Background: an optimization exercise with open tools, aiming at small area. Do not read the settings as production practice.
Only simulation tests tie the RTL to the original design; equivalence was not proved.
In every run shown here, the design's own scripts or RTL, not TritonCTS, make the clock network.
The flow treats the clock pin as an ideal source. Dropping or thinning the clock tree relies on that and would not hold on a real chip.
Power and IR drop assume default switching activity.

==> flow/design.v <==
`timescale 1ns / 1ps
module cpu (
    input clk,
    input rst,
    input [7:0] instruction,
    input [3:0] immediate,
    output [6:0] seg,
    output [3:0] an,
    output reg Z_flag,
    output reg C_flag,
    output reg N_flag
);
    reg [5:0] c;
    reg [1:0] g;
    reg [3:0] k;
    wire w = c[4] & ~c[3] & ~c[2] & ~c[1] & c[0];
    wire cfb = ~(c[5] ^ c[4]) ^ w;
    wire k9 = k[3] & k[0];
    wire exec = w & g[1] & ~g[0] & k9;
    always @(posedge clk or posedge rst) begin
        if (rst) begin
            c <= 6'b100010;
            g <= 2'b00;
            k <= 4'd5;
        end else begin
            c <= {c[4:0], cfb};
            if (w) begin
                g <= {g[0], ~g[1]};
                if (g == 2'b10) k <= k9 ? 4'd0 : k + 4'd1;
            end
        end
    end
    wire ds = g[0];
    reg [3:0] r1, r2;
    reg v;                             
    reg pend, pv;
    wire [3:0] hi = instruction[7:4];
    wire [3:0] lo = instruction[3:0];
    wire hz  = (hi == 4'd0);
    wire xo  = lo[1] ^ lo[0];
    wire aop = (hi == 4'd1 || hi == 4'd2) && lo[3:2] == 2'b00;
    wire cpy = hz && lo[3:2] == 2'b00;
    wire fet = hz && lo[3:2] == 2'b01 && xo;
    wire st  = hz && lo[3:2] == 2'b10 && xo;
    wire rw  = aop | cpy | fet;
    wire d   = lo[1];                  
    reg [3:0] F1, F2;                  
    wire [3:0] X  = d ? r2 : r1;
    wire [3:0] B  = xo ? (d ? (lo[2] ? F1 : r1) : (lo[2] ? F2 : r2)) : immediate;
    wire [3:0] A  = (hi[1] | hi[0]) ? X : 4'd0;    
    wire sub = hi[1];
    wire [4:0] s = {1'b0, A} + {1'b0, B ^ {4{sub}}} + {4'd0, sub};
    wire we1 = exec & rw & ~d;
    wire we2 = exec & rw & d;
    always @(posedge clk) begin
        r1 <= we1 ? s[3:0] : (r1 & {4{v | pend}});
        r2 <= we2 ? s[3:0] : (r2 & {4{v | pend}});
    end
    always @(posedge clk or posedge rst) begin
        if (rst) begin
            v <= 1'b0;
            Z_flag <= 1'b0;
            C_flag <= 1'b0;
            N_flag <= 1'b0;
        end else begin
            if (exec & rw) v <= 1'b1;
            if (exec & rw) begin
                Z_flag <= (s[3:0] == 4'd0);
                C_flag <= s[4];
                N_flag <= s[3];
            end
        end
    end
    reg [3:0] P;
    reg [3:0] ring [0:15];
    wire eq1 = (P == r1);
    wire eq2 = (P == r2);
    wire hit1 = pend & pv & eq1;       
    wire hit2 = pend & ~pv & eq2;      
    wire hit = hit1 | hit2;
    wire [3:0] nw = hit1 ? r2 : (hit2 ? r1 : ring[0]);
    integer i;
    always @(posedge clk) begin
        P <= {P[2:0], P[3] ^ P[2] ^ ~(P[2] | P[1] | P[0])};    
        for (i = 0; i < 15; i = i + 1)
            ring[i] <= ring[i + 1];
        ring[15] <= nw;
        if (eq1) F1 <= nw;
        if (eq2) F2 <= nw;
        if (exec) begin
            pend <= st;
            pv <= d;
        end else if (hit) begin
            pend <= 1'b0;
        end
    end
    wire [3:0] dv = (ds ? r2 : r1) & {4{v}};
    reg [6:0] pat;
    always @(*) begin
        case (dv)
            4'h0: pat = 7'b100_0000;
            4'h1: pat = 7'b111_1001;
            4'h2: pat = 7'b010_0100;
            4'h3: pat = 7'b011_0000;
            4'h4: pat = 7'b001_1001;
            4'h5: pat = 7'b001_0010;
            4'h6: pat = 7'b000_0010;
            4'h7: pat = 7'b111_1000;
            4'h8: pat = 7'b000_0000;
            4'h9: pat = 7'b001_1000;
            4'hA: pat = 7'b000_1000;
            4'hB: pat = 7'b000_0011;
            4'hC: pat = 7'b100_0110;
            4'hD: pat = 7'b010_0001;
            4'hE: pat = 7'b000_0110;
            default: pat = 7'b000_1110;
        endcase
    end
    assign seg = pat;
    assign an = {2'b11, ~ds, ds};
endmodule
==> flow/flow/run.sh <==
#!/bin/bash
# Own layout flow: the standard flow (standard.sh), with three changes:
#  1. after the standard synthesis, its combinational cells are re-mapped for
#     area with Yosys/ABC (flow/remap.ys, flow/area.abc); every flip-flop keeps
#     its cell and name;
#  2. the port buffers are sky130_fd_sc_hd__buf_1;
#  3. a two-level clock tree built by flow/cts.tcl in place of the standard
#     CTS step (one root buffer fed by the clock port, six leaf buffers).
# Each tool's output goes to a log file of its own in the work folder.
set -euo pipefail
W=$(pwd)
R=$W/orfs/results/$FLOW_PLATFORM/cpu/base
LIB=$FLOW_HOME/platforms/$FLOW_PLATFORM/lib/sky130_fd_sc_hd__tt_025C_1v80.lib
YOSYS=$FLOW_HOME/../tools/install/yosys/bin/yosys
[[ -x $YOSYS ]] || YOSYS=yosys

# 1. standard synthesis
bash standard.sh "$R/1_2_yosys.v" > "$W/log_1_synth.log" 2>&1
cp "$R/1_2_yosys.v" "$W/std_1_2_yosys.v"

# 2. area re-map of the combinational logic: each ABC script in turn, the
#    smallest result is kept
DU=$(sed -n '/DONT_USE_CELLS += /,/^$/p' "$FLOW_HOME/platforms/$FLOW_PLATFORM/config.mk" \
     | grep -oE "sky130_fd_sc_hd__[a-z0-9_]+" | sed 's/^/-dont_use /' | tr '\n' ' ')
best=""; bestarea=""
for s in area area2 area3; do
  sed -e "s#@LIB@#$LIB#g" -e "s#@IN@#$W/std_1_2_yosys.v#" -e "s#@TOP@#$FLOW_TOP#" \
      -e "s#@DONTUSE@#$DU#" -e "s#@ABC@#$W/flow/$s.abc#" -e "s#@OUT@#$W/remap_$s.v#" \
      -e "s#@STAT0@#$W/remap_stat_before.txt#" -e "s#@STAT1@#$W/remap_stat_$s.txt#" \
      "$W/flow/remap.ys" > "$W/remap_$s.ys"
  "$YOSYS" -s "$W/remap_$s.ys" > "$W/log_2_remap_$s.log" 2>&1 || continue
  a=$(awk '/Chip area for module/ {print $NF}' "$W/remap_stat_$s.txt")
  echo "remap $s: $a"
  if [[ -z $best ]] || python3 -c "import sys; sys.exit(0 if float('$a') < float('$bestarea') else 1)"; then
    best=$s; bestarea=$a
  fi
done
[[ -n $best ]]
echo "remap kept: $best ($bestarea)"
cp "$W/remap_$best.v" "$R/1_2_yosys.v"

# 3. placement with the standard flow, small port buffers
KNOBS=("BUFFER_PORTS_ARGS=-buffer_cell sky130_fd_sc_hd__buf_1")
bash standard.sh place "${KNOBS[@]}" > "$W/log_3_place.log" 2>&1

# 4. clock tree
RESULTS=$R LIB=$LIB FLOWDIR=$W/flow CTS_ROOT=sky130_fd_sc_hd__clkbuf_2 \
  CTS_LEAF=sky130_fd_sc_hd__clkbuf_8 CTS_NX=3 CTS_NY=2 \
  openroad -no_init -exit "$W/flow/cts.tcl" > "$W/log_4_cts.log" 2>&1

# 5. the rest of the standard flow
bash standard.sh finish "${KNOBS[@]}" > "$W/log_5_route.log" 2>&1
==> flow/flow/area.abc <==
strash
&get -n
&st
&if -K 4
&mfs
&st
&syn2
&if -K 6
&mfs
&st
&dch
&nf -R 1000 -a
&put
topo
==> flow/flow/area2.abc <==
strash
&get -n
&st
&if -K 3
&mfs
&st
&syn2
&if -K 4
&mfs
&st
&syn2
&if -K 6
&mfs
&st
&dch
&nf -R 1000 -a -p
&put
topo
==> flow/flow/area3.abc <==
strash
&get -n
&st
&deepsyn -T 60
&if -K 3
&mfs
&st
&syn2
&if -K 4
&mfs
&st
&syn2
&if -K 6
&mfs
&st
&dch
&nf -R 1000 -a -p
&put
topo
==> flow/flow/cts.tcl <==
# Clock tree: the sinks are split into NX x NY groups of equal size by
# position; each group gets a leaf buffer at its centre, and one root buffer,
# driven by the clock port, drives the leaves.  Then hold repair as the
# standard CTS step does, and the results it writes.
set R $::env(RESULTS)
read_liberty $::env(LIB)
read_db $R/3_place.odb
read_sdc $R/3_place.sdc
source $::env(FLOW_HOME)/platforms/$::env(FLOW_PLATFORM)/setRC.tcl
source $::env(FLOWDIR)/tree.tcl
build_clock_tree clk $::env(CTS_LEAF) $::env(CTS_NX) $::env(CTS_NY) $::env(CTS_ROOT)
detailed_placement
set_propagated_clock [all_clocks]
estimate_parasitics -placement
report_clock_skew
repair_timing -setup -hold -setup_margin 0 -hold_margin 0 -verbose
detailed_placement
check_placement -verbose
estimate_parasitics -placement
report_worst_slack -min
report_worst_slack -max
set worst 0
foreach pin [get_pins -hierarchical */CLK] {
  set s [get_property $pin slew_max]
  if {$s > $worst} { set worst $s }
}
puts "worst flip-flop clock pin slew (placement estimate): $worst"
write_db $R/4_1_cts.odb
write_sdc -no_timestamp $R/4_cts.sdc
==> flow/flow/remap.ys <==
# Re-map the combinational cells of the standard synthesis for area.
# The flip-flop cells are kept as they are (blackboxes), with their names.
read_liberty -ignore_miss_func @LIB@
blackbox sky130_fd_sc_hd__df* sky130_fd_sc_hd__edf* sky130_fd_sc_hd__sdf* sky130_fd_sc_hd__sedf* sky130_fd_sc_hd__dl*
read_verilog @IN@
hierarchy -top @TOP@
flatten
rename -hide w:*.*
opt_clean -purge
tee -o @STAT0@ stat -liberty @LIB@
abc -liberty @LIB@ @DONTUSE@ -script @ABC@
read_liberty -lib -ignore_redef @LIB@
hierarchy -top @TOP@
opt_clean -purge
hilomap -hicell sky130_fd_sc_hd__conb_1 HI -locell sky130_fd_sc_hd__conb_1 LO
opt_clean -purge
insbuf -buf sky130_fd_sc_hd__buf_1 A X
splitnets
opt_clean -purge
check -assert -mapped
tee -o @STAT1@ stat -liberty @LIB@
write_verilog -noattr -noexpr -nohex -nodec @OUT@
==> flow/flow/tree.tcl <==
# build_clock_tree NET MASTER NX NY: split the clock sinks into NX columns by x
# (equal counts), each into NY groups by y, and drive each group from its own
# buffer placed at the group's centre; the clock port drives the buffers.
proc build_clock_tree {netname mastername nx ny {rootname ""}} {
  set block [ord::get_db_block]
  set clknet [$block findNet $netname]
  set master [[ord::get_db] findMaster $mastername]
  set srcnet $clknet
  set pts {}
  foreach it [$clknet getITerms] {
    set bb [[$it getInst] getBBox]
    lappend pts [list [expr {([$bb xMin]+[$bb xMax])/2}] [expr {([$bb yMin]+[$bb yMax])/2}] $it]
  }
  set pts [lsort -integer -index 0 $pts]
  set n [llength $pts]
  if {$rootname ne ""} {
    # a root buffer at the centre of all sinks drives the group buffers
    set sx 0; set sy 0
    foreach p $pts { set sx [expr {$sx + [lindex $p 0]}]; set sy [expr {$sy + [lindex $p 1]}] }
    set root [odb::dbInst_create $block [[ord::get_db] findMaster $rootname] clkbuf_root]
    set srcnet [odb::dbNet_create $block clknet_root]
    $srcnet setSigType CLOCK
    $root setLocation [expr {$sx/$n}] [expr {$sy/$n}]
    $root setPlacementStatus PLACED
    [$root findITerm A] connect $clknet
    [$root findITerm X] connect $srcnet
  }
  set k 0
  for {set i 0} {$i < $nx} {incr i} {
    set col [lrange $pts [expr {$i*$n/$nx}] [expr {($i+1)*$n/$nx - 1}]]
    set col [lsort -integer -index 1 $col]
    set m [llength $col]
    for {set j 0} {$j < $ny} {incr j} {
      set grp [lrange $col [expr {$j*$m/$ny}] [expr {($j+1)*$m/$ny - 1}]]
      set buf [odb::dbInst_create $block $master clkbuf_leaf_$k]
      set net [odb::dbNet_create $block clknet_leaf_$k]
      $net setSigType CLOCK
      set sx 0; set sy 0
      foreach p $grp {
        set sx [expr {$sx + [lindex $p 0]}]; set sy [expr {$sy + [lindex $p 1]}]
        set it [lindex $p 2]
        $it disconnect
        $it connect $net
      }
      set g [llength $grp]
      $buf setLocation [expr {$sx/$g}] [expr {$sy/$g}]
      $buf setPlacementStatus PLACED
      [$buf findITerm A] connect $srcnet
      [$buf findITerm X] connect $net
      incr k
    }
  }
}
==> flow/standard.sh <==
#!/bin/bash
# synth_recipe.tcl (not shown) runs the flow's synth.tcl, then flattens the netlist and writes it again
# the make line also repeats each setting of config.mk as NAME=value (left out here)
make -C /OpenROAD-flow-scripts/flow DESIGN_CONFIG=/design/flow/config.mk WORK_HOME=/design/flow/orfs CLKGATE_MAP_FILE= SYNTH_SCRIPT=/design/flow/synth_recipe.tcl "${@:-finish}"
==> flow/config.mk <==
export PLATFORM = sky130hd
export DESIGN_NAME = cpu
export DESIGN_NICKNAME = cpu
export VERILOG_FILES = /design/flow/design.v
export SDC_FILE = /design/flow/constraint.sdc
export NUM_CORES = 4
export LEC_CHECK = 0
export CAP_MARGIN = 20
export CORE_MARGIN = 2
export CORE_UTILIZATION = 40
export SLEW_MARGIN = 20
==> flow/constraint.sdc <==
create_clock -name core_clock -period 10.0 [get_ports {clk}]
set_input_delay 2.0000 -clock core_clock [delete_from_list [all_inputs] [get_ports {clk}]]
set_output_delay 2.0000 -clock core_clock [all_outputs]
set_load 0.01 [all_outputs]
==> results of run 1 <==
==> where the power goes <==
part	internal (uW)	switching, uW	total (uW)	leakage (uW)
Combinational	10.2	16.7	26.9	0.000477
Sequential	413	0.420	413	0.000929
Clock	55.7	110	166	0.0000473
==> layer usage <==
metal / vias to the layer above / global-route usage [%] / wire (um)
met5: - / 0 / 0
met4: 0 / 2.66 / 112
met1: 995 / 17.9 / 2750
met3: 7 / 1.82 / 251
li1: 1076 / - / -
met2: 37 / 21.8 / 2560
==> sequential cells by signal, summed over array words and instances, names as in the netlist <==
signal  flops
ring       64
c           6
F1          4
F2          4
P           4
k           4
r1          4
r2          4
g           2
C_flag      1
N_flag      1
Z_flag      1
pend        1
pv          1
v           1
==> how the worst min path moves through the flow <==
stage | startpoint | endpoint | slack, ns | depth (start not counted)
5_1_grt | ring[6][1] | ring[5][1] | 0.34 | 0
3_3_place_gp | ring[1][0] | ring[0][0] | 0.31 | 0
3_5_place_dp | ring[12][3] | ring[11][3] | 0.31 | 0
6_report | ring[6][1] | ring[5][1] | 0.33 | 0
2_1_floorplan | ring[1][0] | ring[0][0] | 0.31 | 0
==> final cells by class <==
class                           instances  area share (%)
Sequential cell                       102            61.1
Multi-Input combinational cell        178            28.6
Tap cell                              105            3.60
Timing Repair Buffer                   27            2.98
Buffer                                  7            2.40
Inverter                               13            1.34
==> through the flow <==
stage	setup slack (ns)	utilization (%)	hold slack, ns
global route	4.96	44.8	0.339
detailed placement	5.04	43.7	0.312
finish	5.28	44.8	0.331
global placement	5.11	43.7	0.311
floorplan	6.04	-	0.310
==> run notes, run 1 <==
Initial DRC Count=slightly above 90; GRT Total Usage=between 10% and 20%; commonest cells after routing, fill and taps aside=dfxtp_1 (76), nand2_1 (27), buf_1 (25), nor2_1 (22); DR DRC count=0; post-route setup TNS=0 ns; Max stage delay on crit path=between 0.5 and 0.6 ns; DRT Pass-1 Iters=4; diode count=0; Rows=33; Buf/Inv on CP=2; max_slew headroom=around 38%; CP Launch Point=g[0]; crit-path max FO=11; largest net degree at the start of global routing=23; CP max-delay cell=dfrtp_1; clk_skew=roughly 0.015 ns; routed wire length=5680 um; placed cells=between 400 and 500; reg-to-reg startpoint=c[2]; register area=~2200 sq um; crit path capture=seg[3]; gp weighted congestion=roughly 0.85; Reg clk slew, reported paths=around 0.11 ns; Net Count, Synth=308; share of cells above drive strength 1=around 4.6%; Die Y=around 95 um; RSZ-0062 raised after global routing=no; mean routed wirelength per cell=about 13 um; Startpoint Class=register; final setup vio count=0; Slew Limit Fails=0; Syn Inst Count=~300; nets@finish=between 300 and 400; Post-DRT Antenna Nets=0; Pwr Total=slightly above 600 uW; Mapped Avg Cell Area=about 11 sq um; number of top-level pins=28; warnings from Yosys=2; most used cell, CP=nand2_1; post-synth design cell area=3320 sq um; initial antenna violation count=0; Reg2Reg Setup Slack=6.87 ns; Detailed Place HPWL=about 4000 um; Fillers=approximately 780; Max Clk Rate=212 MHz; Area growth syn-to-layout=9.96%; Core Region=~8100 sq um; critical path data required time=8.00 ns; static leakage=0.00145 uW; kind of critical path=register to output pin; Final Cycle Share=a little under half; total grt overflow=0; Die ar.=between 9000 and 10000 sq um; pwr dens=around 170 nW/um^2; design area=3650 sq um; Vias per Instance=4.90; Layout Cells excl Fill=432; CP endpoint kind=output pin; outcome=timing/DRC/antenna clean; PortBufs=25; critical path arrival=around 2.7 ns; Final min period=about 4.7 ns; Vias=2115; Worst path top cell family by delay=compound AO/OA/AOI/OAI gates; worst hold-check path type=register to register; Die X=about 95 um; VDD IR max=about 0.12 mV; clk latency of the worst-skew pair=between 0.5 and 0.6 ns; vias in the first global route=between 1500 and 2000; Crit path depth=8; Final Hold Fails=0; crit-path cells=clkinv_1 > o21ai_0 > nor2b_1 > nand2_1 > nand2_1 > nand2_1 > o21ai_0 > buf_1; R2R cell count=9; Area after DPL=between 3000 and 4000 sq um; first-pass GRT wire length=about 9500 um; worst-margin pin slew=about 0.94 ns; Crit Reg-Reg Endpoint=r2[1]; Initial Utilization=40.8%; multi-input logic area=between 1000 and 1500 sq um; leading cell type in the layout, fill and taps excluded=dfxtp_1; Max-Cap Viols=0
==> inputs of run 2 (changes only) <==
--- a/flow/flow/run.sh
+++ b/flow/flow/run.sh
@@ -25,3 +25,3 @@
 best=""; bestarea=""
-for s in area area2 area3; do
+for s in area area2 area3 b1 b2 b4 b5 b6 b7; do
   sed -e "s#@LIB@#$LIB#g" -e "s#@IN@#$W/std_1_2_yosys.v#" -e "s#@TOP@#$FLOW_TOP#" \
==> flow/flow/b1.abc (new file) <==
strash
&get -n
&st
&dch
&nf -R 1000 -a
&put
topo
==> flow/flow/b2.abc (new file) <==
strash
&get -n
&st
&syn2
&dch
&nf -R 1000 -a -p
&put
topo
==> flow/flow/b4.abc (new file) <==
strash
dc2
&get -n
&st
&if -K 6 -a
&mfs
&st
&syn2
&dch
&nf -R 1000 -a
&put
topo
==> flow/flow/b5.abc (new file) <==
strash
&get -n
&st
&synch2
&if -K 4
&mfs
&st
&dch -f
&nf -R 1000 -a -p
&put
topo
==> flow/flow/b6.abc (new file) <==
strash
&get -n
&st
&if -K 5
&mfs
&st
&syn2
&if -K 3
&mfs
&st
&dch
&nf -R 1000 -a -p
&put
topo
==> flow/flow/b7.abc (new file) <==
strash
dch -f
map -a
strash
&get -n
&st
&if -K 4
&mfs
&st
&dch
&nf -R 1000 -a -p
&put
topo
==> run notes, run 2 <==
outcome=timing/DRC/antenna clean; pwr dens=167 nW/um^2 (+0.53%); Final Cycle Share=47.6% (+0.39 points); first-pass GRT wire length=9380 um (-1.2%); kind of critical path=register to output pin; number of top-level pins=28 (unchanged); Fillers=786 (+1.4%); CP endpoint kind=output pin; Reg clk slew, reported paths=0.11 ns (about the same); GRT Total Usage=12.9% (-0.084 points); Die X=94.7 um (-0.38%); Rows=33 (unchanged); design area=3610 sq um (-0.89%); nets@finish=332 (-3.2%); static leakage=0.00146 uW (+0.16%); routed wire length=5840 um (+2.9%); mean routed wirelength per cell=13.9 um (+5.6%); number of flip-flops under the largest register name=64 (unchanged); Top reg by flops=ring; DRT Pass-1 Iters=5 (+1); DR DRC count=0 (unchanged); CP Launch Point=g[0]; CP max-delay cell=o21ai_0; Detailed Place HPWL=4100 um (+2.6%); Vias=2110 (-0.24%); reg-to-reg startpoint=r1[0]; pre-CTS setup slack=5.09 ns (+0.0565 ns); diode count=0 (unchanged); total grt overflow=0 (unchanged); Max-Cap Viols=0 (unchanged); crit-path max FO=12 (+1); PortBufs=25 (unchanged); hold wc startpoint=ring[1][3]; clk_skew=0.0163 ns (+0.00136 ns); Startpoint Class=register; Initial Utilization=40.7% (-0.12 points); critical path data required time=8.00 ns (about the same); RSZ-0062 raised after global routing=no; gp weighted congestion=0.787 (-7.7%); largest net degree at the start of global routing=25 (+8.7%); Final Hold Fails=0 (unchanged); vias in the first global route=1864 (-4.5%); critical path arrival=2.76 ns (+0.04 ns); share of cells above drive strength 1=4.43% (-0.16 points); Buf/Inv on CP=2 (unchanged); Vias per Instance=5.01 (+2.4%); Die Y=94.7 um (-0.38%); warnings from Yosys=2 (unchanged); Max Clk Rate=210 MHz (-0.82%); registers with the most flip-flops=ring: 64 flops, c: 6 flops; post-route setup TNS=0 ns (unchanged); Post-DRT Antenna Nets=0 (unchanged); Syn Inst Count=283 (-3.7%); initial antenna violation count=0 (unchanged); clk latency of the worst-skew pair=0.50 ns (about the same); Worst path top cell family by delay=compound AO/OA/AOI/OAI gates; Initial DRC Count=148 (+59%); Core Region=8090 sq um (-0.51%); Slew Limit Fails=0 (unchanged); commonest cells after routing, fill and taps aside=dfxtp_1 (76), buf_1 (25), nand2_1 (23), nor2_1 (20), o21ai_0 (20); crit path setup slack, layout=5.24 ns (-0.0392 ns); post-synth design cell area=3290 sq um (-0.79%); Mapped Avg Cell Area=11.6 sq um (+3.1%); leading cell type in the layout, fill and taps excluded=dfxtp_1; worst hold-check path type=register to register; max_slew headroom=32.5% (-5.0 points); VDD IR max=0.118 mV (-4.3%); Final min period=4.76 ns (+0.0392 ns); Area after DPL=3530 sq um (-0.74%); Net Count, Synth=297 (-3.6%); Max stage delay on crit path=0.61 ns (+0.04 ns); Die ar.=8970 sq um (-0.76%); crit-path cells=clkinv_1 > o21ai_0 > nand2b_1 > nand2_1 > o31ai_1 > buf_1; Area growth syn-to-layout=9.85%; worst-margin pin slew=1.01 ns (+0.0750 ns); final core utilization=44.7% (-0.17 points); final setup vio count=0 (unchanged)
run 2: area by class of cell:
| class | count | area, sq um | share of cell area, % |
|---|---|---|---|
| Tap cell | 105 | 131 | 3.63 |
| Multi-Input combinational cell | 171 | 1030 | 28.4 |
| Sequential cell | 102 | 2230 | 61.6 |
| Inverter | 9 | 33.8 | 0.935 |
| Buffer | 7 | 87.6 | 2.42 |
| Timing Repair Buffer | 27 | 109 | 3.01 |
run 2: layer usage:
layer / vias up / routed length [um] / track usage, %
met5: - / 0 / 0
met3: 7 / 244 / 1.60
met1: 1010 / 3080 / 20.8
met2: 46 / 2440 / 18.9
li1: 1047 / - / -
met4: 0 / 76 / 1.69
run 2: worst register-to-register path, delay by kind of cell (launching register included):
family	cells	cell delay (ns)
xor+xnor	1	0.28
mux	2	0.49
compound gates	5	0.95
simple gates	2	0.23
flops	1	0.41
run 2: power breakdown:
group / switching [uW] / leakage, uW / internal (uW)
clock: 110 / 0.0000473 / 55.8
combinational: 16.1 / 0.000479 / 9.50
sequential: 0 / 0.000929 / 413
total: 126 / 0.00146 / 478
run 2: worst paths after layout:
path                              end  slack, ns  cells after the start
max                            seg[6]       5.24                      6
min                        ring[0][3]       0.32                      0
max reg2reg                    N_flag       7.53                     10
min reg2reg                ring[0][3]       0.32                      0
max in group asynchronous        k[2]       8.22                      2
min in group asynchronous        c[4]       1.45                      2
run 2: per-stage QoR:
stage | hold WS [ns] | total power [uW] | cells
2_1_floorplan | 0.310 | 439 | 283
3_3_place_gp | 0.311 | 447 | 414
3_5_place_dp | 0.312 | 447 | 414
5_1_grt | 0.338 | 630 | 421
6_report | 0.322 | 604 | 421
==> inputs of run 3 (changes only) <==
--- a/flow/flow/run.sh
+++ b/flow/flow/run.sh
@@ -1,9 +1,13 @@
 #!/bin/bash
-# Own layout flow: the standard flow (standard.sh), with three changes:
+# Own layout flow: the standard flow (standard.sh), with these changes:
 #  1. after the standard synthesis, its combinational cells are re-mapped for
-#     area with Yosys/ABC (flow/remap.ys, flow/area.abc); every flip-flop keeps
-#     its cell and name;
+#     area with Yosys/ABC (flow/remap.ys), once with each ABC script in the
+#     list below (flow/*.abc), and the smallest netlist is kept; every
+#     flip-flop keeps its cell and name;
 #  2. the port buffers are sky130_fd_sc_hd__buf_1;
-#  3. a two-level clock tree built by flow/cts.tcl in place of the standard
-#     CTS step (one root buffer fed by the clock port, six leaf buffers).
+#  3. a two-level clock tree built by flow/cts.tcl (with flow/tree.tcl) in
+#     place of the standard CTS step: one root buffer fed by the clock port,
+#     six leaf buffers, each driving the flip-flops of one region;
+#  4. everything else (floorplan, power grid, placement, routing) is the
+#     standard flow's.
 # Each tool's output goes to a log file of its own in the work folder.
@@ -25,3 +29,3 @@
 best=""; bestarea=""
-for s in area area2 area3 b1 b2 b4 b5 b6 b7; do
+for s in area area2 b1 b2 b4 b5 b6 b7 c2 c3 c4; do
   sed -e "s#@LIB@#$LIB#g" -e "s#@IN@#$W/std_1_2_yosys.v#" -e "s#@TOP@#$FLOW_TOP#" \
==> flow/flow/c2.abc (new file) <==
strash
&get -n
&st
&syn2
&syn2
&dch
&nf -R 1000 -a -p
&put
topo
==> flow/flow/c3.abc (new file) <==
strash
&get -n
&st
&syn3
&dch
&nf -R 1000 -a -p
&put
topo
==> flow/flow/c4.abc (new file) <==
strash
&get -n
&st
&syn2
&dch
&nf -R 1000 -a -p -F 8 -A 8 -C 32
&put
topo
removed: flow/flow/area3.abc
==> run notes, run 3 <==
clock network fraction of total power=27.1% (-0.3 points); Vias per Instance=4.94 (-1.5%); Fillers=778 (-1.0%); Initial Utilization=40.5% (-0.14 points); Net Count, Synth=300 (+1.0%); Max Clk Rate=213 MHz (+1.2%); worst hold-check path type=register to register; Die ar.=8940 sq um (-0.33%); number of flip-flops under the largest register name=64 (unchanged); max_slew headroom=31.7% (-0.79 points); pre-CTS setup slack=5.52 ns (+0.426 ns); DR DRC count=0 (unchanged); Vias=2088 (-1.0%); Final Hold Fails=0 (unchanged); Die X=94.5 um (-0.16%); vias in the first global route=1925 (+3.3%); clk latency of the worst-skew pair=0.50 ns (about the same); Mapped Avg Cell Area=11.5 sq um (-1.4%); CP Launch Point=g[0]; Core Region=8090 sq um (unchanged); max layer used=met4; diode count=0 (unchanged); RSZ-0062 raised after global routing=no; Detailed Place HPWL=4030 um (-1.6%); final setup vio count=0 (unchanged); PortBufs=25 (unchanged); CP max-delay cell=dfrtp_1; commonest cells after routing, fill and taps aside=dfxtp_1 (76), nand2_1 (26), buf_1 (25), o21ai_0 (24), nor2_1 (18); Max stage delay on crit path=0.55 ns (-0.06 ns); CP endpoint kind=output pin; DRT met1 WL=2880 um (-6.2%); post-route setup TNS=0 ns (unchanged); reg-to-reg startpoint=r2[3]; nets@finish=334 (+0.60%); metal3 WL=304 um (+25%); share of cells above drive strength 1=4.09% (-0.34 points); Reg power frac=68.3% (about the same); pwr dens=168 nW/um^2 (+0.59%); initial antenna violation count=0 (unchanged); first-pass GRT wire length=9600 um (+2.3%); R2R cell count=7 (-3); largest net degree at the start of global routing=26 (+4.0%); Initial DRC Count=156 (+5.4%); worst-margin pin slew=1.01 ns (+0.00251 ns); crit path capture=seg[6]; switch share=20.7% (-0.096 points); kind of critical path=register to output pin; Combinational Power Share=4.6% (+0.4 points); Final Cycle Share=47.0% (-0.59 points); Die Y=94.5 um (-0.16%); hold wc startpoint=ring[1][0]; crit-path max FO=11 (-1); P_int=479 uW (+0.19%); gp weighted congestion=0.791 (+0.58%); Pwr Total=604 uW (about the same); leading cell type in the layout, fill and taps excluded=dfxtp_1; DRT Pass-1 Iters=4 (-1); hold_ws=0.320 ns (-0.00193 ns); critical path data required time=8.00 ns (about the same); Reg2Reg Setup Slack=7.53 ns (about the same); GRT Total Usage=13.3% (+0.43 points); crit path setup slack, layout=5.30 ns (+0.0588 ns); Rows=33 (unchanged); critical path arrival=2.70 ns (-0.06 ns); outcome=timing/DRC/antenna clean; post-synth design cell area=3280 sq um (-0.34%); VDD IR max=0.0814 mV (-31%); net switching power=125 uW (-0.39%); Syn Inst Count=286 (+1.1%); met2 routed WL=2570 um (+5.4%); mean routed wirelength per cell=13.8 um (-0.80%); routed wire length=5820 um (-0.33%); Startpoint Class=register; Post-DRT Antenna Nets=0 (unchanged); Final min period=4.70 ns (-0.0588 ns); number of top-level pins=28 (unchanged); warnings from Yosys=2 (unchanged); total grt overflow=0 (unchanged); clk_skew=0.0171 ns (+0.000800 ns); registers with the most flip-flops=ring: 64 flops, c: 6 flops; crit-path cells=clkinv_1 > o21ai_0 > or2_0 > nand2_1 > o32ai_1 > buf_1; static leakage=0.00141 uW (-3.1%); Area growth syn-to-layout=9.65%; Top reg by flops=ring; Max-Cap Viols=0 (unchanged); Slew Limit Fails=0 (unchanged); Crit Reg-Reg Endpoint=F1[3]; Reg clk slew, reported paths=0.11 ns (about the same)
-- run 3: power by group through the flow --
stage / Combinational, uW / Sequential, uW / Clock [uW]
3_5_place_dp: 27.2 / 422 / 0
3_3_place_gp: 27.5 / 422 / 0
5_1_grt: 31.2 / 413 / 189
2_1_floorplan: 18.1 / 422 / 0
6_report: 27.7 / 412 / 164
-- run 3: final cells by class --
type                            instances  area, sq um  share of cell area [%]
Tap cell                              105          131                    3.65
Multi-Input combinational cell        170         1000                    27.8
Inverter                               13         48.8                    1.36
Sequential cell                       102         2230                    61.9
Buffer                                  7         87.6                    2.44
Timing Repair Buffer                   26          101                    2.82
-- run 3: worst min path at each step --
stage | endpoint | slack, ns | cells after the start
global placement | ring[0][1] | 0.31 | 0
finish | ring[0][0] | 0.32 | 0
floorplan | ring[0][0] | 0.31 | 0
detailed placement | ring[10][0] | 0.31 | 0
global route | ring[0][0] | 0.32 | 0
-- run 3: critical path: cells and delay by family, from the launching register on --
family / cells / cell delay (ns)
buffers and inverters: 2 / 0.40
AO/OA/AOI/OAI: 2 / 0.81
flip-flops: 1 / 0.55
AND/OR/NAND/NOR: 2 / 0.45
-- run 3: metrics by stage --
step | instance area (sq um) | cells | utilization, %
floorplan | 3280 | 286 | -
global placement | 3510 | 416 | 43.4
detailed placement | 3510 | 416 | 43.4
global route | 3600 | 423 | 44.4
finish | 3600 | 423 | 44.4
-- run 3: layer usage --
| layer | vias to the layer above | global-route usage (%) |
|---|---|---|
| met5 | - | 0 |
| met4 | 0 | 1.69 |
| met3 | 6 | 1.76 |
| met2 | 51 | 20.5 |
| met1 | 983 | 20.6 |
| li1 | 1048 | - |
==> inputs of run 4 (changes only) <==
--- a/flow/design.v
+++ b/flow/design.v
@@ -89,8 +89,4 @@
         if (eq2) F2 <= nw;
-        if (exec) begin
-            pend <= st;
-            pv <= d;
-        end else if (hit) begin
-            pend <= 1'b0;
-        end
+        pend <= (exec & st) | (pend & ~hit);    
+        if (!pend) pv <= d;                     
     end
==> run notes, run 4 <==
post-route setup TNS=0 ns (unchanged); crit-path cells=clkinv_1 > o21ai_1 > a22oi_1 > nor3_1 > buf_1; met2 routed WL=2410 um (-6.5%); critical path data required time=8.00 ns (about the same); critical path arrival=2.50 ns (-0.20 ns); Slew Limit Fails=0 (unchanged); nets@finish=332 (-0.60%); Final Cycle Share=45.0% (-2.0 points); kind of critical path=register to output pin; gp weighted congestion=0.873 (+10%); clk latency of the worst-skew pair=0.51 ns (about the same); R2R cell count=9 (+2); Initial Utilization=41.6% (+1.0 points); warnings from Yosys=2 (unchanged); leading cell type in the layout, fill and taps excluded=dfxtp_1; Die ar.=8850 sq um (-0.99%); DRT Pass-1 Iters=4 (unchanged); Top reg by flops=ring; number of flip-flops under the largest register name=64 (unchanged); Reg2Reg Setup Slack=7.20 ns (-0.33 ns); number of top-level pins=28 (unchanged); PortBufs=25 (unchanged); Max stage delay on crit path=0.58 ns (+0.03 ns); outcome=timing/DRC/antenna clean; diode count=0 (unchanged); initial antenna violation count=0 (unchanged); crit-path max FO=13 (+2); Area growth syn-to-layout=9.87%; total grt overflow=0 (unchanged); crit path capture=seg[6]; share of cells above drive strength 1=4.11% (+0.026 points); metal3 WL=371 um (+22%); routed wire length=5610 um (-3.5%); pre-CTS setup slack=5.32 ns (-0.204 ns); Syn Inst Count=283 (-1.0%); DRT met1 WL=2730 um (-5.5%); pwr dens=170 nW/um^2 (+1.3%); CP endpoint kind=output pin; Pwr Total=607 uW (+0.48%); Net Count, Synth=297 (-1.0%); largest net degree at the start of global routing=18 (-31%); worst-margin pin slew=0.673 ns (-0.342 ns); VDD IR max=0.145 mV (+78%); registers with the most flip-flops=ring: 64 flops, c: 6 flops; Max-Cap Viols=0 (unchanged); Crit Reg-Reg Endpoint=r1[3]; DR DRC count=0 (unchanged); Die Y=94.1 um (-0.50%); Core Region=7810 sq um (-3.5%); Final Hold Fails=0 (unchanged); Area after DPL=3480 sq um (-0.86%); worst hold-check path type=register to register; CP max-delay cell=o21ai_1; final core utilization=45.7% (+1.2 points); clk_skew=0.0109 ns (-0.00619 ns); Startpoint Class=register; mean routed wirelength per cell=13.4 um (-2.4%); post-synth design cell area=3250 sq um (-1.0%); crit path setup slack, layout=5.50 ns (+0.200 ns); first-pass GRT wire length=9400 um (-2.1%); Detailed Place HPWL=4140 um (+2.9%); design area=3570 sq um (-0.84%); GRT Total Usage=13.1% (-0.23 points); Max Clk Rate=222 MHz (+4.4%); Mapped Avg Cell Area=11.5 sq um (about the same); commonest cells after routing, fill and taps aside=dfxtp_1 (77), o21ai_0 (30), buf_1 (25), nand2_1 (20), a21oi_1 (17); Vias=2067 (-1.0%); vias in the first global route=1905 (-1.0%); final setup vio count=0 (unchanged); Rows=32 (-3.0%); Initial DRC Count=97 (-38%); Vias per Instance=4.94 (+0.18%); max_slew headroom=54.8% (+23 points); CP Launch Point=g[0]; Reg clk slew, reported paths=0.10 ns (about the same); reg-to-reg startpoint=c[2]; Post-DRT Antenna Nets=0 (unchanged); Fillers=751 (-3.5%); Final min period=4.50 ns (-0.200 ns); RSZ-0062 raised after global routing=no; static leakage=0.00137 uW (-3.1%); max layer used=met4; Die X=94.1 um (-0.50%)
run 4: routing by layer:
layer	global-route usage, %	vias to the layer above
met3	1.36	7
li1	-	1050
met2	19.9	49
met4	2.42	0
met5	0	-
met1	20.4	961
run 4: layout make-up:
cell class	instances	area, sq um	area share, %
Timing Repair Buffer	27	109	3.05
Inverter	13	48.8	1.37
Tap cell	102	128	3.58
Sequential cell	102	2220	62.2
Multi-Input combinational cell	167	976	27.4
Buffer	7	87.6	2.46
run 4: power by group:
part	internal, uW	switching, uW	total (uW)
logic	10.3	18.2	28.4
registers	414	1.08	415
clock network	55.6	108	164
run 4: worst max-delay path, delay by kind of cell (launching register included):
| family | cells | cell delay (ns) |
|---|---|---|
| simple gates | 1 | 0.22 |
| compound gates | 2 | 0.83 |
| flops | 1 | 0.56 |
| buf+inv | 2 | 0.37 |
run 4: stage by stage:
step	hold slack, ns	cells
after floorplan	0.310	283
after global placement	0.309	411
after detailed placement	0.312	411
after global routing	0.337	418
final	0.322	418
run 4: worst min-delay path by stage:
stage	endpoint	slack (ns)	cells after the start	from
final	ring[14][2]	0.32	0	ring[15][2]
after global routing	ring[14][2]	0.34	0	ring[15][2]
after detailed placement	ring[14][2]	0.31	0	ring[15][2]
after global placement	ring[1][0]	0.31	0	ring[2][0]
after floorplan	ring[0][0]	0.31	0	ring[1][0]
==> inputs of run 5 (changes only) <==
--- a/flow/design.v
+++ b/flow/design.v
@@ -18,3 +18,3 @@
     wire k9 = k[3] & k[0];
-    wire exec = w & g[1] & ~g[0] & k9;
+    wire exec = w & g[1] & g[0] & k9;
     always @(posedge clk or posedge rst) begin
@@ -27,4 +27,4 @@
             if (w) begin
-                g <= {g[0], ~g[1]};
-                if (g == 2'b10) k <= k9 ? 4'd0 : k + 4'd1;
+                g <= g + 2'd1;
+                if (g == 2'b11) k <= k9 ? 4'd0 : k + 4'd1;
             end
@@ -32,3 +32,3 @@
     end
-    wire ds = g[0];
+    wire ds = g[1] ^ g[0];
     reg [3:0] r1, r2;
==> run notes, run 5 <==
Initial Utilization=41.7% (+0.085 points); Die X=93.9 um (-0.14%); kind of critical path=register to output pin; Final Hold Fails=0 (unchanged); critical path data required time=8.00 ns (about the same); number of flip-flops under the largest register name=64 (unchanged); critical path arrival=2.72 ns (+0.22 ns); Startpoint Class=register; final setup vio count=0 (unchanged); Die ar.=8820 sq um (-0.29%); worst hold-check path type=register to register; first-pass GRT wire length=9560 um (+1.8%); outcome=timing/DRC/antenna clean; crit-path cells=xnor2_1 > clkinv_1 > o211ai_1 > nand2_1 > a21boi_0 > xor2_1 > buf_1; switch share=21.3% (+0.30 points); Top reg by flops=ring; max_slew headroom=41.2% (-14 points); vias in the first global route=1886 (-1.0%); number of top-level pins=28 (unchanged); multi-input logic area=978 sq um (+0.26%); placed cells=408 (-0.73%); Reg power frac=68.0% (-0.4 points); Combinational Power Share=4.9% (+0.2 points); static leakage=0.00138 uW (+0.87%); DRT Pass-1 Iters=4 (unchanged); nets@finish=329 (-0.90%); Vias per Instance=4.91 (-0.64%); crit-path max FO=12 (-1); registers with the most flip-flops=ring: 64 flops, c: 6 flops; post-synth design cell area=3240 sq um (-0.31%); PortBufs=25 (unchanged); GRT Total Usage=13.2% (+0.15 points); clock network fraction of total power=27.1% (about the same); post-route setup TNS=0 ns (unchanged); Initial DRC Count=75 (-23%); leading cell type in the layout, fill and taps excluded=dfxtp_1; Syn Inst Count=282 (-0.35%); Max-Cap Viols=0 (unchanged); final core utilization=45.7% (+0.074 points); Core Region=7770 sq um (-0.51%); Post-DRT Antenna Nets=0 (unchanged); gp weighted congestion=0.858 (-1.7%); Fillers=763 (+1.6%); total grt overflow=0 (unchanged); commonest cells after routing, fill and taps aside=dfxtp_1 (77), o21ai_0 (31), buf_1 (25), nand2_1 (23), a21oi_1 (20); pwr dens=172 nW/um^2 (+0.89%); worst-margin pin slew=0.875 ns (+0.202 ns); initial antenna violation count=0 (unchanged); Final Cycle Share=47.2% (+2.2 points); register area=2220 sq um (unchanged); Area after DPL=3450 sq um (-0.72%); Vias=2039 (-1.4%); Net Count, Synth=296 (-0.34%); net switching power=130 uW (+2.0%); hold_ws=0.321 ns (-0.00146 ns); Final min period=4.72 ns (+0.220 ns); Reg clk slew, reported paths=0.10 ns (about the same); Max stage delay on crit path=0.65 ns (+0.07 ns); diode count=0 (unchanged); Area growth syn-to-layout=9.82% (about the same); Max Clk Rate=212 MHz (-4.7%); VDD IR max=0.113 mV (-22%); CP endpoint kind=output pin; Slew Limit Fails=0 (unchanged); warnings from Yosys=2 (unchanged); P_int=480 uW (+0.16%); design area=3550 sq um (-0.35%); RSZ-0062 raised after global routing=no; Detailed Place HPWL=4050 um (-2.2%); CP max-delay cell=o211ai_1; mean routed wirelength per cell=14.0 um (+4.2%); clk latency of the worst-skew pair=0.50 ns (about the same); routed wire length=5810 um (+3.4%); Mapped Avg Cell Area=11.5 sq um (about the same); Rows=32 (unchanged); largest net degree at the start of global routing=18 (unchanged); DR DRC count=0 (unchanged); share of cells above drive strength 1=4.15% (+0.039 points); clk_skew=0.0147 ns (+0.00384 ns); Die Y=93.9 um (-0.14%); Layout Cells excl Fill=415 (-0.72%)
## run 5: path summary, 6_finish.rpt
check                           slack (ns)       start    endpoint  depth (start not counted)
worst max-delay path                  5.28        g[1]      seg[3]                          7
worst min-delay path                  0.32  ring[2][3]  ring[1][3]                          0
worst max register to register        7.10        c[2]       r2[3]                          8
worst min register to register        0.32  ring[2][3]  ring[1][3]                          0
max in group asynchronous             8.23         rst        k[2]                          2
min in group asynchronous             1.43         rst      Z_flag                          2
## run 5: per-stage QoR
stage | setup WS [ns] | total power (uW)
floorplan | 6.03 | 445
global placement | 5.51 | 454
detailed placement | 5.42 | 454
global route | 4.80 | 636
finish | 5.28 | 610
## run 5: power by group through the flow
| stage | clock, uW | combinational [uW] | sequential [uW] |
|---|---|---|---|
| 3_3_place_gp | 0 | 29.7 | 424 |
| 3_5_place_dp | 0 | 30.0 | 424 |
| 5_1_grt | 186 | 33.7 | 416 |
| 2_1_floorplan | 0 | 20.7 | 424 |
| 6_report | 165 | 29.9 | 415 |
## run 5: critical path, delay by kind of cell, from the launching register on
kind,cells,cell delay [ns]
simple gates,1,0.14
buf+inv,2,0.47
compound gates,2,0.81
flops,1,0.44
xor+xnor,2,0.38
## run 5: per-layer routing
| metal | GRT usage (%) | routed length, um | vias up |
|---|---|---|---|
| li1 | - | - | 1032 |
| met3 | 1.93 | 292 | 8 |
| met1 | 19.2 | 2800 | 964 |
| met4 | 2.17 | 98 | 0 |
| met5 | 0 | 0 | - |
| met2 | 21.5 | 2610 | 35 |
## run 5: area by class of cell
class	count	area share, %
sequential	102	62.4
multi-input combinational	166	27.5
tap	102	3.59
timing repair buffer	25	2.64
buffer	7	2.46
inverter	13	1.37
==> inputs of run 6 (changes only) <==
--- a/flow/flow/run.sh
+++ b/flow/flow/run.sh
@@ -29,3 +29,3 @@
 best=""; bestarea=""
-for s in area area2 b1 b2 b4 b5 b6 b7 c2 c3 c4; do
+for s in area area2 b1 b2 b4 b5 b6 b7 c2 c3 c4 e1 e3 e8; do
   sed -e "s#@LIB@#$LIB#g" -e "s#@IN@#$W/std_1_2_yosys.v#" -e "s#@TOP@#$FLOW_TOP#" \
==> flow/flow/e1.abc (new file) <==
strash
dch -f
map -a
strash
&get -n
&st
&if -K 4
&mfs
&st
&dch
&nf -R 1000 -a -p
&put
strash
&get -n
&st
&if -K 4
&mfs
&st
&dch
&nf -R 1000 -a -p
&put
topo
==> flow/flow/e3.abc (new file) <==
strash
dch -f
map -a
strash
&get -n
&st
&if -K 3
&mfs
&st
&dch
&nf -R 1000 -a -p
&put
topo
==> flow/flow/e8.abc (new file) <==
strash
dch -f
amap
strash
&get -n
&st
&if -K 4
&mfs
&st
&dch
&nf -R 1000 -a -p
&put
topo
==> run notes, run 6 <==
warnings from Yosys=2 (unchanged); DRT Pass-1 Iters=4 (unchanged); Die X=93.8 um (-0.13%); Top reg by flops=ring; max_slew headroom=51.8% (+11 points); Combinational Power Share=4.5% (-0.4 points); crit-path max FO=8 (-4); mean routed wirelength per cell=14.3 um (+2.6%); clk latency of the worst-skew pair=0.48 ns (-0.02 ns); nets@finish=326 (-0.91%); kind of critical path=register to output pin; Die Y=93.8 um (-0.13%); Final min period=4.98 ns (+0.257 ns); CP endpoint kind=output pin; Final Cycle Share=49.8% (+2.6 points); initial antenna violation count=0 (unchanged); clk_skew=0.0155 ns (+0.000816 ns); switch share=21.1% (-0.20 points); Pwr Total=607 uW (-0.57%); critical path data required time=8.00 ns (about the same); largest net degree at the start of global routing=18 (unchanged); Vias=2065 (+1.3%); Vias per Instance=5.01 (+2.0%); post-route setup TNS=0 ns (unchanged); Area growth syn-to-layout=9.85% (about the same); Post-DRT Antenna Nets=0 (unchanged); Net Count, Synth=293 (-1.0%); vias in the first global route=1980 (+5.0%); first-pass GRT wire length=9780 um (+2.3%); Rows=32 (unchanged); gp weighted congestion=0.861 (+0.33%); Slew Limit Fails=0 (unchanged); RSZ-0062 raised after global routing=no; diode count=0 (unchanged); pwr dens=171 nW/um^2 (-0.33%); number of top-level pins=28 (unchanged); Mapped Avg Cell Area=11.6 sq um (+0.80%); number of flip-flops under the largest register name=64 (unchanged); worst-margin pin slew=0.717 ns (-0.158 ns); Startpoint Class=register; commonest cells after routing, fill and taps aside=dfxtp_1 (77), buf_1 (25), nand2_1 (24), o21ai_0 (22), a21oi_1 (22); static leakage=0.00139 uW (+1.1%); outcome=timing/DRC/antenna clean; Initial DRC Count=112 (+49%); Detailed Place HPWL=4230 um (+4.5%); PortBufs=25 (unchanged); Initial Utilization=41.5% (-0.11 points); net switching power=128 uW (-1.5%); registers with the most flip-flops=ring: 64 flops, c: 6 flops; leading cell type in the layout, fill and taps excluded=dfxtp_1; VDD IR max=0.135 mV (+20%); Max Clk Rate=201 MHz (-5.2%); GRT Total Usage=13.6% (+0.36 points); routed wire length=5910 um (+1.8%); Layout Cells excl Fill=412 (-0.72%); Core Region=7770 sq um (unchanged); post-synth design cell area=3230 sq um (-0.27%); Final Hold Fails=0 (unchanged); Reg power frac=68.3% (+0.3 points); worst hold-check path type=register to register; DR DRC count=0 (unchanged); critical path arrival=2.98 ns (+0.26 ns); share of cells above drive strength 1=4.19% (+0.040 points); P_int=479 uW (-0.33%); Syn Inst Count=279 (-1.1%); Reg clk slew, reported paths=0.10 ns (about the same); final setup vio count=0 (unchanged); total grt overflow=0 (unchanged); Reg2Reg Setup Slack=7.44 ns (+0.34 ns); Max-Cap Viols=0 (unchanged); Die ar.=8800 sq um (-0.27%); placed cells=405 (-0.74%); clock network fraction of total power=27.2% (about the same)
==> run 6: worst paths after layout <==
path                            startpoint    endpoint  depth (start not counted)
worst min register to register  ring[6][0]  ring[5][0]                          0
min in group asynchronous              rst           v                          2
max in group asynchronous              rst        k[0]                          2
worst max register to register       r1[1]       F2[0]                          6
worst max-delay path                  g[0]      seg[6]                          7
worst min-delay path            ring[6][0]  ring[5][0]                          0
==> run 6: power groups by stage <==
stage / Clock [uW] / Combinational [uW] / Sequential [uW]
after detailed placement: 0 / 27.1 / 423
after floorplan: 0 / 18.6 / 423
after global routing: 189 / 30.6 / 415
final: 165 / 27.4 / 414
after global placement: 0 / 26.9 / 423
==> run 6: routing by layer <==
| metal | GRT usage, % | part of all wire (%) | vias up |
|---|---|---|---|
| met5 | 0 | 0 | - |
| met1 | 20.1 | 50 | 979 |
| met2 | 21.7 | 45 | 45 |
| li1 | - | - | 1035 |
| met4 | 2.54 | 1.3 | 0 |
| met3 | 1.52 | 4.3 | 6 |
==> run 6: final cells by class <==
type / count / area, sq um
plain buffers: 7 / 87.6
flip-flops and latches: 102 / 2220
fillers: 726 / 4220
repair buffers: 25 / 93.8
well taps: 102 / 128
inverters: 12 / 45.0
multi-input cells: 164 / 973
==> run 6: per-stage QoR <==
stage | util, % | setup slack (ns) | hold slack (ns) | cell area [sq um]
floorplan | - | 5.77 | 0.310 | 3230
global placement | 44.3 | 5.59 | 0.310 | 3440
detailed placement | 44.3 | 5.47 | 0.312 | 3440
global route | 45.6 | 4.68 | 0.334 | 3540
finish | 45.6 | 5.02 | 0.321 | 3540
==> run 6: worst max-delay path, cell delays in order (launching register included) <==
cell and delay, ns:
dfrtp_1 0.44, xnor2_1 0.57, o21ai_0 0.15, a21oi_1 0.46, nand2b_1 0.22, a221o_1 0.36, a21oi_1 0.13, buf_1 0.17
==> inputs of run 7 (changes only) <==
--- a/flow/flow/run.sh
+++ b/flow/flow/run.sh
@@ -9,3 +9,4 @@
 #     place of the standard CTS step: one root buffer fed by the clock port,
-#     six leaf buffers, each driving the flip-flops of one region;
+#     six leaf buffers, each driving the flip-flops of one region (buf_6
+#     leaves when their slew estimate allows, else clkbuf_8);
 #  4. everything else (floorplan, power grid, placement, routing) is the
@@ -49,6 +50,11 @@
 
-# 4. clock tree
-RESULTS=$R LIB=$LIB FLOWDIR=$W/flow CTS_ROOT=sky130_fd_sc_hd__clkbuf_2 \
-  CTS_LEAF=sky130_fd_sc_hd__clkbuf_8 CTS_NX=3 CTS_NY=2 \
-  openroad -no_init -exit "$W/flow/cts.tcl" > "$W/log_4_cts.log" 2>&1
+# 4. clock tree: six leaves of sky130_fd_sc_hd__buf_6 if their estimated
+#    clock-pin slew is at most 117 ps, else six sky130_fd_sc_hd__clkbuf_8
+if ! RESULTS=$R LIB=$LIB FLOWDIR=$W/flow CTS_ROOT=sky130_fd_sc_hd__clkbuf_2 \
+  CTS_LEAF=sky130_fd_sc_hd__buf_6 CTS_NX=3 CTS_NY=2 CTS_MAX_SLEW=0.117 \
+  openroad -no_init -exit "$W/flow/cts.tcl" > "$W/log_4_cts_buf6.log" 2>&1; then
+  RESULTS=$R LIB=$LIB FLOWDIR=$W/flow CTS_ROOT=sky130_fd_sc_hd__clkbuf_2 \
+    CTS_LEAF=sky130_fd_sc_hd__clkbuf_8 CTS_NX=3 CTS_NY=2 CTS_MAX_SLEW=1.0 \
+    openroad -no_init -exit "$W/flow/cts.tcl" > "$W/log_4_cts_clkbuf8.log" 2>&1
+fi
 
--- a/flow/flow/cts.tcl
+++ b/flow/flow/cts.tcl
@@ -3,3 +3,5 @@
 # driven by the clock port, drives the leaves.  Then hold repair as the
-# standard CTS step does, and the results it writes.
+# standard CTS step does, and the results it writes, unless the estimated
+# clock-pin slew is above CTS_MAX_SLEW (then it exits with an error and
+# writes nothing).
 set R $::env(RESULTS)
@@ -27,2 +29,6 @@
 puts "worst flip-flop clock pin slew (placement estimate): $worst"
+if {$worst > $::env(CTS_MAX_SLEW)} {
+  puts "above $::env(CTS_MAX_SLEW) ns: this tree is not kept"
+  exit 1
+}
 write_db $R/4_1_cts.odb
--- a/flow/config.mk
+++ b/flow/config.mk
@@ -9,3 +9,3 @@
 export CORE_MARGIN = 2
-export CORE_UTILIZATION = 40
+export CORE_UTILIZATION = 60
 export SLEW_MARGIN = 20
==> run notes, run 7 <==
pwr dens=171 nW/um^2 (about the same); nets@finish=326 (unchanged); Max Clk Rate=208 MHz (+3.4%); clock network fraction of total power=25.6% (-1.6 points); Slew Limit Fails=0 (unchanged); Core Region=5140 sq um (-34%); vias in the first global route=1916 (-3.2%); PortBufs=25 (unchanged); Reg clk slew, reported paths=0.11 ns (about the same); DR DRC count=0 (unchanged); Rows=26 (-19%); GRT Total Usage=18.8% (+5.2 points); clk_skew=0.0160 ns (+0.000442 ns); warnings from Yosys=2 (unchanged); Die X=77.3 um (-18%); gp weighted congestion=0.826 (-4.1%); hold_ws=0.322 ns (+0.000323 ns); Top reg by flops=ring; routed wire length=5540 um (-6.4%); number of flip-flops under the largest register name=64 (unchanged); mean routed wirelength per cell=14.6 um (+1.5%); net switching power=123 uW (-3.7%); Final Cycle Share=48.2% (-1.6 points); Initial DRC Count=134 (+20%); Vias=2079 (+0.68%); leading cell type in the layout, fill and taps excluded=dfxtp_1; static leakage=0.00138 uW (-0.71%); Initial Utilization=62.8% (+21 points); registers with the most flip-flops=ring: 64 flops, c: 6 flops; first-pass GRT wire length=9080 um (-7.2%); largest net degree at the start of global routing=18 (unchanged); register area=2220 sq um (unchanged); kind of critical path=register to output pin; Syn Inst Count=279 (unchanged); Final min period=4.82 ns (-0.162 ns); Combinational Power Share=4.7% (+0.2 points); Area growth syn-to-layout=7.75%; pre-CTS setup slack=5.51 ns (+0.0388 ns); diode count=0 (unchanged); Reg power frac=69.7% (+1.4 points); outcome=timing/DRC/antenna clean; share of cells above drive strength 1=3.55% (-0.65 points); crit-path max FO=8 (unchanged); VDD IR max=0.172 mV (+28%); final setup vio count=0 (unchanged); Post-DRT Antenna Nets=0 (unchanged); DRT Pass-1 Iters=4 (unchanged); Net Count, Synth=293 (unchanged); Die ar.=5980 sq um (-32%); number of top-level pins=28 (unchanged); clk latency of the worst-skew pair=0.42 ns (-0.06 ns); critical path data required time=8.00 ns (about the same); P_int=472 uW (-1.5%); Die Y=77.3 um (-18%); Vias per Instance=5.47 (+9.2%); worst hold-check path type=register to register; RSZ-0062 raised after global routing=no; Startpoint Class=register; critical path arrival=2.82 ns (-0.16 ns); post-synth design cell area=3230 sq um (unchanged); commonest cells after routing, fill and taps aside=dfxtp_1 (77), buf_1 (25), nand2_1 (24), o21ai_0 (22), a21oi_1 (22); worst-margin pin slew=1.01 ns (+0.293 ns); Detailed Place HPWL=4030 um (-4.8%); CP endpoint kind=output pin; Pwr Total=595 uW (-1.9%); Final Hold Fails=0 (unchanged); max_slew headroom=32.1% (-20 points); Mapped Avg Cell Area=11.6 sq um (unchanged); Fillers=427 (-41%); placed cells=373 (-7.9%); total grt overflow=0 (unchanged); multi-input logic area=961 sq um (-1.3%); Max-Cap Viols=0 (unchanged); Layout Cells excl Fill=380 (-7.8%); post-route setup TNS=0 ns (unchanged); switch share=20.7% (-0.37 points); initial antenna violation count=0 (unchanged); crit path setup slack, layout=5.18 ns (+0.162 ns)
## run 7: worst paths after layout
kind,startpoint,endpoint,slack (ns),depth (start not counted)
worst max-delay path,g[0],seg[6],5.18,7
worst max register to register,r1[1],F1[2],7.23,6
min in group asynchronous,rst,v,1.51,2
worst min register to register,ring[2][0],ring[1][0],0.32,0
max in group asynchronous,rst,k[2],8.16,2
worst min-delay path,ring[2][0],ring[1][0],0.32,0
## run 7: per-stage QoR
stage                     instance area, sq um  util [%]
after floorplan                           3230         -
after global placement                    3400      66.2
after detailed placement                  3400      66.2
after global routing                      3480      67.6
final                                     3480      67.6
## run 7: power groups by stage
stage	sequential, uW	clock, uW	combinational (uW)
5_1_grt	414	176	31.2
2_1_floorplan	423	0	18.6
3_3_place_gp	423	0	27.3
3_5_place_dp	423	0	27.5
6_report	414	152	28.3
## run 7: cell type report
cell class / instances / share of cell area [%]
Timing Repair Buffer: 25 / 2.70
Inverter: 12 / 1.30
Tap cell: 70 / 2.52
Multi-Input combinational cell: 164 / 27.6
Sequential cell: 102 / 63.8
Buffer: 7 / 2.09
## run 7: metal layers
layer  wire length [um]  share of wire, %  global-route usage, %  vias to the layer above
met1               2650                48                   28.7                      955
met3                362               6.5                   2.09                        8
met4                 71               1.3                   4.46                        0
li1                   -                 -                      -                     1045
met2               2450                44                   29.0                       71
met5                  0                 0                      0                        -
## run 7: worst max-delay path, cell delays in order (launching register included)
cell,delay [ns]
dfrtp_1,0.44
xnor2_1,0.50
o21ai_0,0.15
a21oi_1,0.47
nand2b_1,0.20
a221o_1,0.36
a21oi_1,0.12
buf_1,0.16

-- port drivers added, routing unchanged --
The results above use ideal ports. As a check the final layouts listed here were re-extracted and re-timed, cells and wires unchanged. Step 1 sets driving cells, clkbuf_16 on the clock port and buf_2 on the other inputs (assumed; they add their load-dependent delay and slew). Step 2 adds t to the input delays and takes it off the output delays; t is the mean of the earliest and latest rising clock arrival at the registers after step 1. Input paths then give back, and output paths get back, about the clock's delay inside the block. a / b / c = ideal / step 1 / step 2; a / b = the first two.
run | t, ns | slack for setup (ns) | clock arrival spread, ns | slew at the worst register clock pin (ns) | cell pins on the clock port's net
run 1 | 0.526 | 5.276 / 5.251 / 5.034 | 0.015 / 0.015 | 0.11 / 0.11 | 1
run 2 | 0.520 | 5.237 / 5.209 / 5.116 | 0.017 / 0.017 | 0.11 / 0.11 | 1
run 3 | 0.512 | 5.296 / 5.271 / 5.509 | 0.019 / 0.019 | 0.11 / 0.11 | 1
run 4 | 0.537 | 5.496 / 5.468 / 5.283 | 0.012 / 0.012 | 0.10 / 0.10 | 1
run 5 | 0.516 | 5.276 / 5.253 / 5.414 | 0.015 / 0.016 | 0.11 / 0.11 | 1
run 6 | 0.497 | 5.019 / 4.995 / 5.469 | 0.017 / 0.016 | 0.11 / 0.11 | 1
run 7 | 0.439 | 5.181 / 5.157 / 5.456 | 0.017 / 0.017 | 0.11 / 0.11 | 1
After both steps setup and hold are still met in every run listed. For run 1, which loses most, drivers alone change the setup slack by -0.025 ns; drivers and shift together by -0.242 ns.
